This design comes from an exercise in tuning for small area and a short achievable clock period on the open sky130 flow, not from production work.
At most, simulation tests tie the RTL to the original design; equivalence was not proved.

indigo:
==> module UnaryMultiplier, before the edit <==
module UnaryMultiplier
#(
    parameter INPUT_WIDTH = 32,
    parameter COUNT_WIDTH = $clog2(INPUT_WIDTH + 1),
    parameter EPSILON = 8
)
(
    input logic a,
    input logic b,
    input logic [1:0] ready,
    input logic clk,
    input logic reset,
    output logic valid,
    output logic y
);
    logic [5:0]  a_ones, b_ones, a_upper, b_upper, y_count;
    logic [5:0]  g_lower;    
    logic [5:0]  f_upper;    
    logic [10:0] d_upper, d_lower;
    logic        ea, eb, za, zb;
    logic        near_l, near_u, emit, bit1, done;
    logic [5:0]  ab_ones, ab_upper;
    logic [6:0]  hl, hu;
    logic [10:0] dl, du;
    logic [5:0]  yc;
    logic [3:0]  hg, hp;
    logic        c4, neg;
    function automatic [10:0] add11(input [10:0] x, input [10:0] y, input cin);
        logic [11:0] gg, pp;
        gg = {x & y, cin};
        pp = {x ^ y, 1'b0};
        for (int l = 1; l < 12; l = l * 2)
            for (int i = 2 * l - 1; i < 12; i += 2 * l) begin
                gg[i] = gg[i] | (pp[i] & gg[i - l]);
                pp[i] = pp[i] & pp[i - l];
            end
        for (int l = 4; l >= 1; l = l / 2)
            for (int i = 3 * l - 1; i < 12; i += 2 * l) begin
                gg[i] = gg[i] | (pp[i] & gg[i - l]);
                pp[i] = pp[i] & pp[i - l];
            end
        add11 = x ^ y ^ gg[10:0];
    endfunction
    always_comb begin
        ea = ready[0] & a;
        za = ready[0] & ~a;
        eb = ready[1] & b;
        zb = ready[1] & ~b;
        ab_ones = a_ones + b_ones + 6'd1;
        ab_upper = a_upper + b_upper - 6'd1;
        case ({g_lower[5:4], valid, y})
            4'b00_10: hl = 7'd1;
            4'b00_11: hl = 7'h7f;
            4'b01_10: hl = 7'd2;
            4'b01_11: hl = 7'd0;
            4'b10_10: hl = 7'd3;
            4'b10_11: hl = 7'd1;
            4'b11_10: hl = 7'd4;
            4'b11_11: hl = 7'd2;
            default:  hl = {5'd0, g_lower[5:4]};
        endcase
        dl = add11(d_lower, {hl, g_lower[3:0]}, 1'b0);
        case ({f_upper[5:4], valid, y})
            4'b11_10: hu = 7'h7d;
            4'b11_11: hu = 7'h7b;
            4'b10_10: hu = 7'h7e;
            4'b10_11: hu = 7'h7c;
            4'b01_10: hu = 7'h7f;
            4'b01_11: hu = 7'h7d;
            4'b00_10: hu = 7'h00;
            4'b00_11: hu = 7'h7e;
            default:  hu = {5'h1f, ~f_upper[5:4]};
        endcase
        du = add11(d_upper, {hu, ~f_upper[3:0]}, 1'b1);
        yc = y_count + valid;
        done = yc[5];
        near_l = ~dl[10] | (&dl[9:7]);                              
        near_u = du[10] | (~|du[9:8] & (~du[7] | ~|du[6:4]));       
        hg = du[7:4] & dl[7:4];
        hp = du[7:4] ^ dl[7:4];
        c4 = hg[3] | (hp[3] & hg[2]) | (hp[3] & hp[2] & hg[1]) | (hp[3] & hp[2] & hp[1] & hg[0]);
        neg = (du[8] & dl[8]) | ((du[8] ^ dl[8]) & ~c4);
        bit1 = near_l & (~near_u | ~neg);
        emit = ~done & (near_l | near_u);
    end
    always_ff @(posedge clk or negedge reset) begin
        if (!reset) begin
            a_ones <= 0;
            b_ones <= 0;
            a_upper <= 6'd32;
            b_upper <= 6'd32;
            g_lower <= 0;
            f_upper <= 0;
            y_count <= 0;
            d_lower <= 11'h600;    
            d_upper <= 11'h200;    
            y <= 1'b0;
            valid <= 1'b0;
        end else begin
            a_ones <= a_ones + ea;
            b_ones <= b_ones + eb;
            a_upper <= a_upper - za;
            b_upper <= b_upper - zb;
            g_lower <= ({6{ea & ~eb}} & b_ones) | ({6{eb & ~ea}} & a_ones) | ({6{ea & eb}} & ab_ones);
            f_upper <= ({6{za & ~zb}} & b_upper) | ({6{zb & ~za}} & a_upper) | ({6{za & zb}} & ab_upper);
            y_count <= yc;
            d_lower <= dl;
            d_upper <= du;
            valid <= emit;
            y <= bit1;
        end
    end
endmodule
clock: 8.0 ns
lec_check: 0
cap_margin: 20
core_margin: 2
core_utilization: 40
place_density: 0.6
slew_margin: 20
standard.sh (not shown) runs the stock make flow with config.mk's settings and CLKGATE_MAP_FILE= SYNTH_SCRIPT=/design/flow/synth_recipe.tcl, a recipe that flattens the netlist after the stock synthesis.
==> flow/flow/run.sh <==
#!/bin/bash
# The standard layout, except that:
#  - synthesis maps the logic with flow/abc_speed.script (three rounds of
#    &syn2/&dch/&nf) instead of ORFS's ABC script; the rest of synthesis,
#    and so the registers, are ORFS's as run by standard.sh;
#  - the ports get plain buf_2 buffers;
#  - timing repair aims at a setup slack of SETUP_SLACK_MARGIN.
set -e
rm -rf scripts_alt
cp -r "$FLOW_HOME/scripts" scripts_alt
cp flow/abc_speed.script scripts_alt/abc_speed.script
export BUFFER_PORTS_ARGS="-buffer_cell sky130_fd_sc_hd__buf_2"
export SETUP_SLACK_MARGIN=5.3
bash standard.sh SCRIPTS_DIR="$PWD/scripts_alt" synth > synth.log 2>&1
bash standard.sh > standard.log 2>&1
==> flow/flow/abc_speed.script <==
&get -n
&st
&syn2
&dch
&nf
&st
&syn2
&dch
&nf
&st
&syn2
&dch
&nf
&put
buffer -c
topo
stime -c
upsize -c
dnsize -c
### indigo -> onyx
--- a/flow/design.v
+++ b/flow/design.v
@@ -17,63 +17,48 @@
     logic [5:0]  g_lower;    
     logic [5:0]  f_upper;    
     logic [10:0] d_upper, d_lower;
     logic        ea, eb, za, zb;
     logic        near_l, near_u, emit, bit1, done;
+    logic        up;         
     logic [5:0]  ab_ones, ab_upper;
     logic [6:0]  hl, hu;
     logic [10:0] dl, du;
     logic [5:0]  yc;
     logic [3:0]  hg, hp;
     logic        c4, neg;
-    function automatic [10:0] add11(input [10:0] x, input [10:0] y, input cin);
-        logic [11:0] gg, pp;
-        gg = {x & y, cin};
-        pp = {x ^ y, 1'b0};
-        for (int l = 1; l < 12; l = l * 2)
-            for (int i = 2 * l - 1; i < 12; i += 2 * l) begin
-                gg[i] = gg[i] | (pp[i] & gg[i - l]);
-                pp[i] = pp[i] & pp[i - l];
-            end
-        for (int l = 4; l >= 1; l = l / 2)
-            for (int i = 3 * l - 1; i < 12; i += 2 * l) begin
-                gg[i] = gg[i] | (pp[i] & gg[i - l]);
-                pp[i] = pp[i] & pp[i - l];
-            end
-        add11 = x ^ y ^ gg[10:0];
-    endfunction
     always_comb begin
         ea = ready[0] & a;
         za = ready[0] & ~a;
         eb = ready[1] & b;
         zb = ready[1] & ~b;
         ab_ones = a_ones + b_ones + 6'd1;
         ab_upper = a_upper + b_upper - 6'd1;
-        case ({g_lower[5:4], valid, y})
+        case ({g_lower[5:4], valid, up})
             4'b00_10: hl = 7'd1;
             4'b00_11: hl = 7'h7f;
             4'b01_10: hl = 7'd2;
             4'b01_11: hl = 7'd0;
             4'b10_10: hl = 7'd3;
             4'b10_11: hl = 7'd1;
             4'b11_10: hl = 7'd4;
             4'b11_11: hl = 7'd2;
             default:  hl = {5'd0, g_lower[5:4]};
         endcase
-        dl = add11(d_lower, {hl, g_lower[3:0]}, 1'b0);
-        case ({f_upper[5:4], valid, y})
+        dl = d_lower + {hl, g_lower[3:0]};
+        case ({f_upper[5:4], valid, up})
             4'b11_10: hu = 7'h7d;
             4'b11_11: hu = 7'h7b;
             4'b10_10: hu = 7'h7e;
             4'b10_11: hu = 7'h7c;
             4'b01_10: hu = 7'h7f;
             4'b01_11: hu = 7'h7d;
             4'b00_10: hu = 7'h00;
             4'b00_11: hu = 7'h7e;
             default:  hu = {5'h1f, ~f_upper[5:4]};
         endcase
-        du = add11(d_upper, {hu, ~f_upper[3:0]}, 1'b1);
+        du = d_upper + {hu, ~f_upper[3:0]} + 11'd1;
         yc = y_count + valid;
         done = yc[5];
         near_l = ~dl[10] | (&dl[9:7]);                              
         near_u = du[10] | (~|du[9:8] & (~du[7] | ~|du[6:4]));       
         hg = du[7:4] & dl[7:4];
@@ -94,10 +79,11 @@
             y_count <= 0;
             d_lower <= 11'h600;    
             d_upper <= 11'h200;    
             y <= 1'b0;
             valid <= 1'b0;
+            up <= 1'b0;
         end else begin
             a_ones <= a_ones + ea;
             b_ones <= b_ones + eb;
             a_upper <= a_upper - za;
             b_upper <= b_upper - zb;
@@ -106,8 +92,9 @@
             y_count <= yc;
             d_lower <= dl;
             d_upper <= du;
             valid <= emit;
             y <= bit1;
+            up <= emit & bit1;
         end
     end
 endmodule
## What came out
- onyx vs. indigo: area growth from synthesis to layout went up by 0.82 points.
- onyx against indigo: post-detailed-routing wire length went up about 9%; footprint of the flip-flops and latches went up about 1.3%; critical path depth went down 1.
No run of this note included a check of the RTL's function; only the layout flow was run.


UnaryMultiplier, a different RTL version from the one above (not shown whole).
Size: ~66 flip-flops, roughly 8 I/O pins, ~0.0040 mm2 of cells after synthesis.
Design UnaryMultiplier, start of the top module:
module UnaryMultiplier
#(
    parameter INPUT_WIDTH = 32,
    parameter COUNT_WIDTH = $clog2(INPUT_WIDTH + 1),
    parameter EPSILON = 8
)
(
    input logic a,
    input logic b,
    input logic [1:0] ready,
    input logic clk,
    input logic reset,
    output logic valid,
    output logic y
);
==> module UnaryMultiplier, before the edit <==
module UnaryMultiplier
#(
    parameter INPUT_WIDTH = 32,
    parameter COUNT_WIDTH = $clog2(INPUT_WIDTH + 1),
    parameter EPSILON = 8
)
(
    input logic a,
    input logic b,
    input logic [1:0] ready,
    input logic clk,
    input logic reset,
    output logic valid,
    output logic y
);
    logic [5:0]  a_ones, b_ones, a_upper, b_upper, y_count;
    logic [5:0]  g_lower;    
    logic [5:0]  f_upper;    
    logic [10:0] d_upper, d_lower;
    logic        ea, eb, za, zb;
    logic        near_l, near_u, emit, bit1, done;
    logic [5:0]  ab_ones, ab_upper;
    logic [6:0]  hl, hu;
    logic [10:0] dl, du;
    logic [5:0]  yc;
    logic [3:0]  hg, hp;
    logic        c4, neg;
    always_comb begin
        ea = ready[0] & a;
        za = ready[0] & ~a;
        eb = ready[1] & b;
        zb = ready[1] & ~b;
        ab_ones = a_ones + b_ones + 6'd1;
        ab_upper = a_upper + b_upper - 6'd1;
        case ({g_lower[5:4], valid, y})
            4'b00_10: hl = 7'd1;
            4'b00_11: hl = 7'h7f;
            4'b01_10: hl = 7'd2;
            4'b01_11: hl = 7'd0;
            4'b10_10: hl = 7'd3;
            4'b10_11: hl = 7'd1;
            4'b11_10: hl = 7'd4;
            4'b11_11: hl = 7'd2;
            default:  hl = {5'd0, g_lower[5:4]};
        endcase
        dl = d_lower + {hl, g_lower[3:0]};
        case ({f_upper[5:4], valid, y})
            4'b11_10: hu = 7'h7d;
            4'b11_11: hu = 7'h7b;
            4'b10_10: hu = 7'h7e;
            4'b10_11: hu = 7'h7c;
            4'b01_10: hu = 7'h7f;
            4'b01_11: hu = 7'h7d;
            4'b00_10: hu = 7'h00;
            4'b00_11: hu = 7'h7e;
            default:  hu = {5'h1f, ~f_upper[5:4]};
        endcase
        du = d_upper + {hu, ~f_upper[3:0]} + 11'd1;
        yc = y_count + valid;
        done = yc[5];
        near_l = ~dl[10] | (&dl[9:7]);                              
        near_u = du[10] | (~|du[9:8] & (~du[7] | ~|du[6:4]));       
        hg = du[7:4] & dl[7:4];
        hp = du[7:4] ^ dl[7:4];
        c4 = hg[3] | (hp[3] & hg[2]) | (hp[3] & hp[2] & hg[1]) | (hp[3] & hp[2] & hp[1] & hg[0]);
        neg = (du[8] & dl[8]) | ((du[8] ^ dl[8]) & ~c4);
        bit1 = near_l & (~near_u | ~neg);
        emit = ~done & (near_l | near_u);
    end
    always_ff @(posedge clk or negedge reset) begin
        if (!reset) begin
            a_ones <= 0;
            b_ones <= 0;
            a_upper <= 6'd32;
            b_upper <= 6'd32;
            g_lower <= 0;
            f_upper <= 0;
            y_count <= 0;
            d_lower <= 11'h600;    
            d_upper <= 11'h200;    
            y <= 1'b0;
            valid <= 1'b0;
        end else begin
            a_ones <= a_ones + ea;
            b_ones <= b_ones + eb;
            a_upper <= a_upper - za;
            b_upper <= b_upper - zb;
            g_lower <= ({6{ea & ~eb}} & b_ones) | ({6{eb & ~ea}} & a_ones) | ({6{ea & eb}} & ab_ones);
            f_upper <= ({6{za & ~zb}} & b_upper) | ({6{zb & ~za}} & a_upper) | ({6{za & zb}} & ab_upper);
            y_count <= yc;
            d_lower <= dl;
            d_upper <= du;
            valid <= emit;
            y <= bit1;
        end
    end
endmodule
Settings: LEC_CHECK=0, CAP_MARGIN=20, CORE_MARGIN=2, CORE_UTILIZATION=40, PLACE_DENSITY=0.6, SETUP_SLACK_MARGIN=5, SLEW_MARGIN=20; clock period 8.0 ns.
run.sh (not shown) runs the stock make flow with config.mk's settings and CLKGATE_MAP_FILE= SYNTH_SCRIPT=/design/flow/synth_recipe.tcl, a recipe that flattens the netlist after the stock synthesis.
Stock flow here: none of the scripts above is used.
Next try:
--- a/flow/design.v
+++ b/flow/design.v
@@ -22,12 +22,28 @@
     logic [5:0]  ab_ones, ab_upper;
     logic [6:0]  hl, hu;
     logic [10:0] dl, du;
     logic [5:0]  yc;
     logic [3:0]  hg, hp;
     logic        c4, neg;
+    function automatic [10:0] add11(input [10:0] x, input [10:0] y, input cin);
+        logic [11:0] gg, pp;
+        gg = {x & y, cin};
+        pp = {x ^ y, 1'b0};
+        for (int l = 1; l < 12; l = l * 2)
+            for (int i = 2 * l - 1; i < 12; i += 2 * l) begin
+                gg[i] = gg[i] | (pp[i] & gg[i - l]);
+                pp[i] = pp[i] & pp[i - l];
+            end
+        for (int l = 4; l >= 1; l = l / 2)
+            for (int i = 3 * l - 1; i < 12; i += 2 * l) begin
+                gg[i] = gg[i] | (pp[i] & gg[i - l]);
+                pp[i] = pp[i] & pp[i - l];
+            end
+        add11 = x ^ y ^ gg[10:0];
+    endfunction
     always_comb begin
         ea = ready[0] & a;
         za = ready[0] & ~a;
         eb = ready[1] & b;
         zb = ready[1] & ~b;
         ab_ones = a_ones + b_ones + 6'd1;
@@ -40,25 +56,25 @@
             4'b10_10: hl = 7'd3;
             4'b10_11: hl = 7'd1;
             4'b11_10: hl = 7'd4;
             4'b11_11: hl = 7'd2;
             default:  hl = {5'd0, g_lower[5:4]};
         endcase
-        dl = d_lower + {hl, g_lower[3:0]};
+        dl = add11(d_lower, {hl, g_lower[3:0]}, 1'b0);
         case ({f_upper[5:4], valid, y})
             4'b11_10: hu = 7'h7d;
             4'b11_11: hu = 7'h7b;
             4'b10_10: hu = 7'h7e;
             4'b10_11: hu = 7'h7c;
             4'b01_10: hu = 7'h7f;
             4'b01_11: hu = 7'h7d;
             4'b00_10: hu = 7'h00;
             4'b00_11: hu = 7'h7e;
             default:  hu = {5'h1f, ~f_upper[5:4]};
         endcase
-        du = d_upper + {hu, ~f_upper[3:0]} + 11'd1;
+        du = add11(d_upper, {hu, ~f_upper[3:0]}, 1'b1);
         yc = y_count + valid;
         done = yc[5];
         near_l = ~dl[10] | (&dl[9:7]);                              
         near_u = du[10] | (~|du[9:8] & (~du[7] | ~|du[6:4]));       
         hg = du[7:4] & dl[7:4];
         hp = du[7:4] ^ dl[7:4];
Outcome: Cell area hardly moves. Via count goes down by 6.4%. Clock skew stays flat. Global-route usage is higher by 0.20 points.
Function not checked in the second run of this note: the RTL went through the layout flow alone.

## re-timing with driven ports
The results above use ideal ports. As a check the final layouts listed here were re-extracted and re-timed, cells and wires unchanged. Step 1 sets driving cells, clkbuf_16 on the clock port and buf_2 on the other inputs (assumed; they add their load-dependent delay and slew). Step 2 also shifts input and output timing later by t, the mid clock arrival at the registers, as if the neighbouring blocks saw the same clock. Three values: ideal ports, drivers, drivers and shift; two values: the first two.
run | shift t [ns] | slack for setup (ns) | slew at the worst register clock pin (ns) | worst slew at a driven data input, ns
indigo | 0.377 | 5.066 / 5.066 / 5.066 | 0.08 / 0.08 | 0.03
onyx | 0.367 | 5.184 / 5.184 / 5.116 | 0.08 / 0.08 | 0.03
the first run of note 2 | 0.377 | 5.031 / 4.997 / 4.719 | 0.08 / 0.08 | 0.03
the second run of note 2 | 0.371 | 5.024 / 5.024 / 4.677 | 0.08 / 0.08 | 0.03
After both steps setup and hold are still met in every run listed. The setup slack of the second run of note 2, which loses most, moves by 0.000 ns with the drivers and by -0.347 ns with both steps.
